This is an optimization exercise on Yosys and OpenROAD, whose aim is small area and a short achievable clock period, not a production implementation. The RTL was checked by simulation tests, not by an equivalence proof against the original design.

==> flow/run.sh <==
#!/bin/bash
# synth_recipe.tcl (not shown) runs the flow's synth.tcl, then flattens the netlist and writes it again
# the make line also repeats each setting of config.mk as NAME=value (left out here)
make -C /OpenROAD-flow-scripts/flow DESIGN_CONFIG=/design/flow/config.mk WORK_HOME=/design/flow/orfs CLKGATE_MAP_FILE= SYNTH_SCRIPT=/design/flow/synth_recipe.tcl finish
==> flow/config.mk <==
export PLATFORM = sky130hd
export DESIGN_NAME = kalman_core
export DESIGN_NICKNAME = kalman_core
export VERILOG_FILES = /design/flow/design.v
export SDC_FILE = /design/flow/constraint.sdc
export NUM_CORES = 4
export LEC_CHECK = 0
export CAP_MARGIN = 20
export CORE_MARGIN = 2
export CORE_UTILIZATION = 40
export SLEW_MARGIN = 20
==> flow/constraint.sdc <==
create_clock -name core_clock -period 110.0 [get_ports {clk}]
set_input_delay 22.0000 -clock core_clock [delete_from_list [all_inputs] [get_ports {clk}]]
set_output_delay 22.0000 -clock core_clock [all_outputs]
set_load 0.01 [all_outputs]
==> flow/design.v <==
module kalman_core (
    input  logic        clk,
    input  logic        rst_n,
    input  logic        valid_in,
    input  logic [15:0] imu_data,
    input  logic [15:0] lidar_data,
    input  logic [15:0] q_noise,
    input  logic [15:0] r_noise,
    output logic [15:0] kalman_out,
    output logic        valid_out
);
    localparam int KA = 10;         
    localparam int KB = 16 - KA;    
    localparam int W  = 20;         
    logic [15:0] r_q, q_q, imu_q, lid_q;
    logic [15:0] zd;
    logic [16:0] yd;
    logic [15:0] pd;
    logic [W-1:0] s_ws, s_wc;       
    logic [15:0]  s_dn;             
    logic [KA-1:0] s_qp, s_qm;      
    logic [16:0] dsum;
    assign dsum = {1'b0, pd} + {1'b0, r_q};
    logic [16:0] d4, d3, d2, d1, d0;
    logic [16:0] n4, n3, n2, n1, n0;
    assign d4 = (dsum[16:1] == 16'd0) ? {dsum[0], 16'd0}  : dsum;
    assign n4 = (dsum[16:1] == 16'd0) ? 17'd0             : {1'b0, pd};
    assign d3 = (d4[16:9] == 8'd0)    ? {d4[8:0], 8'd0}   : d4;
    assign n3 = (d4[16:9] == 8'd0)    ? {n4[8:0], 8'd0}   : n4;
    assign d2 = (d3[16:13] == 4'd0)   ? {d3[12:0], 4'd0}  : d3;
    assign n2 = (d3[16:13] == 4'd0)   ? {n3[12:0], 4'd0}  : n3;
    assign d1 = (d2[16:15] == 2'd0)   ? {d2[14:0], 2'd0}  : d2;
    assign n1 = (d2[16:15] == 2'd0)   ? {n2[14:0], 2'd0}  : n2;
    assign d0 = (d1[16] == 1'b0)      ? {d1[15:0], 1'b0}  : d1;
    assign n0 = (d1[16] == 1'b0)      ? {n1[15:0], 1'b0}  : n1;
    function automatic logic [2*W+1:0] srt_step(input logic [W-1:0] ws,
                                                input logic [W-1:0] wc,
                                                input logic [16:0]  dn);
        logic [W-1:0] a, b, m, s, c;
        logic [3:0]   est;
        logic         qp, qm;
        a   = {ws[W-2:0], 1'b0};
        b   = {wc[W-2:0], 1'b0};
        est = a[W-1:W-4] + b[W-1:W-4];
        qp  = ~est[3];                        
        qm  = est[3] & (est != 4'hF);         
        m   = qp ? ~{{(W-17){1'b0}}, dn} : (qm ? {{(W-17){1'b0}}, dn} : '0);
        s   = a ^ b ^ m;
        c   = {((a & b) | (a & m) | (b & m)), qp};
        srt_step = {qp, qm, s, c};
    endfunction
    logic [W-1:0]  a_ws [0:KA];
    logic [W-1:0]  a_wc [0:KA];
    logic [KA-1:0] a_qp, a_qm;
    assign a_ws[0] = {{(W-17){1'b0}}, n0};
    assign a_wc[0] = '0;
    genvar gi;
    generate
        for (gi = 0; gi < KA; gi++) begin : g_srt_a
            assign {a_qp[KA-1-gi], a_qm[KA-1-gi], a_ws[gi+1], a_wc[gi+1]} =
                srt_step(a_ws[gi], a_wc[gi], d0);
        end
    endgenerate
    logic [W-1:0]  b_ws [0:KB];
    logic [W-1:0]  b_wc [0:KB];
    logic [KB-1:0] b_qp, b_qm;
    assign b_ws[0] = s_ws;
    assign b_wc[0] = s_wc;
    generate
        for (gi = 0; gi < KB; gi++) begin : g_srt_b
            assign {b_qp[KB-1-gi], b_qm[KB-1-gi], b_ws[gi+1], b_wc[gi+1]} =
                srt_step(b_ws[gi], b_wc[gi], {1'b1, s_dn});
        end
    endgenerate
    logic [W-1:0] rem_f;
    logic [15:0]  kb;                  
    assign rem_f = b_ws[KB] + b_wc[KB];
    assign kb    = {s_qp, b_qp} - {s_qm, b_qm} - {15'd0, rem_f[W-1]};
    logic [16:0] pp;
    logic [31:0] pnew;
    assign pp   = {1'b0, pd} + {1'b0, q_q};
    assign pnew = {pp[15:0], 16'd0} - {15'd0, pp} * {16'd0, kb};
    logic [31:0] xnew;
    assign xnew = {kalman_out, 16'd0} + {{15{yd[16]}}, yd} * {16'd0, kb};
    logic [16:0] zsum;
    assign zsum = {1'b0, imu_q} + {1'b0, lid_q};
    always_ff @(posedge clk or negedge rst_n) begin
        if (!rst_n) begin
            r_q        <= 16'd1;
            q_q        <= 16'd1;
            imu_q      <= 16'd0;
            lid_q      <= 16'd0;
            zd         <= 16'd0;
            yd         <= 17'd0;
            pd         <= 16'd0;
            s_ws       <= '0;
            s_wc       <= '0;
            s_dn       <= '0;
            s_qp       <= '0;
            s_qm       <= '0;
            kalman_out <= 16'd0;
            valid_out  <= 1'b0;
        end else if (valid_in) begin
            r_q        <= r_noise;
            q_q        <= q_noise;
            imu_q      <= imu_data;
            lid_q      <= lidar_data;
            zd         <= zsum[16:1];
            yd         <= {1'b0, zd} - {1'b0, kalman_out};
            pd         <= pnew[31:16];
            s_ws       <= a_ws[KA];
            s_wc       <= a_wc[KA];
            s_dn       <= d0[15:0];
            s_qp       <= a_qp;
            s_qm       <= a_qm;
            kalman_out <= xnew[31:16];
            valid_out  <= 1'b1;
        end else begin
            valid_out  <= 1'b0;
        end
    end
endmodule
==> key figures <==
Outcome
  – Status: timing/DRC/antenna clean

Setup path
  – CP max FO: 36
  – Most used cell along the critical path: xnor2_1
  – Crit path capture type: flip-flop
  – Critical path class: flip-flop to flip-flop
  – CP arrival: 32.98 ns
  – CP max stage delay: 0.83 ns
  – Crit path launch type: flip-flop
  – CP Data Required Time: 110.45 ns
  – R2R depth: 110
  – Slowest CP cell: clkinv_1

Place
  – Detailed placer's ending HPWL: 97010 um
  – PortBufs: 83
  – Final Wtd Congestion: 0.9497

GRT
  – GR Util met1: 0.3167
  – Met2 Resource Use GR: 0.3875
  – GRT Overall Usage: 0.2290
  – Largest net degree at the start of global routing: 83
  – Vias in the first global route: 33823
  – First-pass GRT wire length: 194800 um
  – Initial antenna violation count: 6
  – Grt total ovfl: 0
  – Met3 GRT Util: 0.02773
  – Global route hottest layer: met2

Detailed routing
  – Antenna Violating Nets Remaining: 0
  – 1st-pass router iterations: 5
  – Detailed-route wire length per cell: 19.87 um
  – Total wire length: 121600 um
  – Post-route DRC: 0
  – Via-per-instance ratio: 5.243
  – Iter 0 DRT Violations: 1857
  – Number of vias after detailed routing: 32079

Yosys
  – Mean post-synth cell area: 9.059 sq um
  – Synth area leaders: fa_1 36%, dfrtp_1 12%, ha_1 11%, inv_1 8.0%, mux2_2 3.9%
  – Post-Syn Area: 0.04275 sq mm
  – Mapped Nets: 5922
  – Post-synth cell types: 89
  – Seq/Total Area, Yosys: 0.1177
  – Number of synthesized flops with an enable pin: 0
  – Fraction of registers with async set/reset: 1.000
  – Post-synth top area cell: fa_1
  – YS warnings: 5
  – Post-Syn Instances: 4719
  – FF+latch count, synth: 201
  – Synth top area share: 0.3568
  – Synth Flop Type: dfrtp_1

Timing
  – RSZ-0062 raised after global routing: no
  – Hold Violations, Final: 0
  – Pins Over Slew Limit: 0
  – Clock skew: 0.02140 ns
  – Crit path time final: 32.52 ns
  – Final period util: 0.2957
  – Worst-Margin Slew: 1.144 ns
  – Final setup viols: 0
  – Max-Slew Margin vs Limit: 0.2314
  – Fmax: 30.75 MHz
  – Post-route setup TNS: 0 ns

Clock network
  – Root Buffer: clkbuf_16
  – Clock edge transition at the registers on the reported setup and hold paths: 0.07 ns
  – Clock Path Buffers: 3
  – H-tree levels: 1
  – Number of post-CTS setup repair buffers: 0
  – Clock latency (worst-skew pair): 0.57 ns
  – Post-CTS resize count: 0
  – CTS tree: built
  – Hold-fix buffers, CTS: 0
  – CTS Sinks: 201
  – Num CTS Buffers: 25

Finish
  – Commonest non-fill, non-tap cell in the layout: inv_1
  – Layout cell share with drive strength beyond 1: 0.07172
  – FILL cells: 10474
  – Area Overhead vs Synth: 7.970%
  – Total Nets Final: 5911
  – Most frequent cells in the layout: 906 x inv_1, 761 x fa_1, 374 x ha_1

Job
  – Max_cap viols: 0

Floorplan
  – Core area: 0.1057 sq mm
  – Rows: 119
  – Total I/O pin count: 84
  – Die Y: 330.9 um
  – Initial cell density of the core: 0.4044
  – Die W: 330.9 um
  – Die ar.: 0.1095 sq mm

Min path
  – WHS Path Cells: 2
  – Worst min path class: flip-flop to flip-flop
synthesized netlist by cell type (9+ instances only):
cell type and count:
a211oi_1 12, a21boi_0 11, a21o_1 41, a21oi_1 280, a31oi_1 18, and2_1 145, and3_1 20, buf_1 10
clkbuf_1 190, dfrtp_1 199, fa_1 762, ha_1 374, inv_1 906, mux2_2 147, mux2i_1 59, nand2_1 372
nand2b_1 40, nand3_1 45, nor2_1 350, nor2b_1 45, nor3_1 103, nor3b_1 11, o211ai_1 9, o21a_1 16
o21ai_0 163, o21ai_1 10, o21bai_1 17, o31ai_1 21, or2_2 10, or3_1 13, xnor2_1 129, xor2_1 51
state kept, by name, summed over array words and instances, names as in the netlist:
signal	flops
b_ws	19
b_wc	17
yd	17
imu_q	16
kalman_out	16
lid_q	16
pd	16
q_q	16
r_q	16
s_dn	16
zd	16
s_qp	10
s_qm	9
valid_out	1
logic make-up after synthesis:
kind of cell | count (synthesis) | share of synthesized area
buffers and inverters | 1128 | 0.09928
other | 1 | 0.00008772
AND/OR/NAND/NOR | 1187 | 0.1283
multiplexers | 207 | 0.05280
XOR/XNOR | 187 | 0.04063
AO/OA/AOI/OAI | 672 | 0.09492
flip-flops | 201 | 0.1177
adder cells (fa/ha/maj) | 1136 | 0.4663
per-stage QoR:
| step | instances | worst slack (ns) | util | area, sq um | hold WS [ns] |
|---|---|---|---|---|---|
| finish | 6119 | 77.48 | 0.4366 | 46160 | 0.4814 |
| global placement | 6071 | 78.62 | 0.4288 | 45330 | 0.4634 |
| global route | 6119 | 75.03 | 0.4366 | 46160 | 0.5130 |
| CTS | 6118 | 77.70 | 0.4366 | 46150 | 0.4854 |
| floorplan | 4719 | 82.40 | - | 42750 | 0.4557 |
| detailed placement | 6072 | 77.77 | 0.4290 | 45350 | 0.4710 |
critical path: cells and delay by family, from the launching register on:
family / cells / cell delay (ns)
fa+ha+maj: 21 / 8.31
flops: 1 / 0.59
mux: 4 / 1.54
simple gates: 15 / 4.92
xor+xnor: 22 / 7.90
compound gates: 34 / 5.25
buf+inv: 14 / 3.77
area by class of cell:
class | count | area, sq um | share of cell area
clock inverters | 15 | 158.9 | 0.003443
flip-flops and latches | 201 | 5032 | 0.1090
diodes | 1 | 2.502 | 0.00005422
multi-input cells | 3390 | 33620 | 0.7285
inverters | 920 | 3453 | 0.07482
repair buffers | 170 | 1496 | 0.03242
well taps | 1391 | 1740 | 0.03771
clock buffers | 31 | 648.1 | 0.01404
worst paths after layout:
path	from	endpoint	slack, ns
setup / recovery	pd[0]	b_ws[0][10]	77.48
setup reg to reg	pd[0]	b_ws[0][10]	77.48
hold reg to reg	yd[9]	yd[9]	0.48
min in group asynchronous	rst_n	imu_q[3]	21.39
max in group asynchronous	rst_n	r_q[6]	87.18
hold / removal	yd[9]	yd[9]	0.48
metal layers:
layer / wire, um / share of wire
met5: 23 / 0.00019
met1: 54010 / 0.44
met3: 7007 / 0.058
met2: 58130 / 0.48
met4: 2431 / 0.020

## afterwards: timing with drivers on the ports
The results above use ideal ports. As a check the final layout listed here was re-extracted and re-timed, cells and wires unchanged.
Step 1: set_driving_cell puts a clkbuf_16 on clk and a buf_2 on each other input, an assumption about the parent block.
Step 2 also shifts input and output timing later by t, the mid clock arrival at the registers, as if the neighbouring blocks saw the same clock.
Slacks: ideal / step 1 / step 2; pairs: ideal / step 1.
t, ns: 0.617
setup WS [ns]: 77.477 / 77.477 / 77.477
pins driven straight from the clock port: 1
After both steps this run still meets setup and hold. The setup slack of this run moves by 0.000 ns with the drivers and by 0.000 ns with both steps.
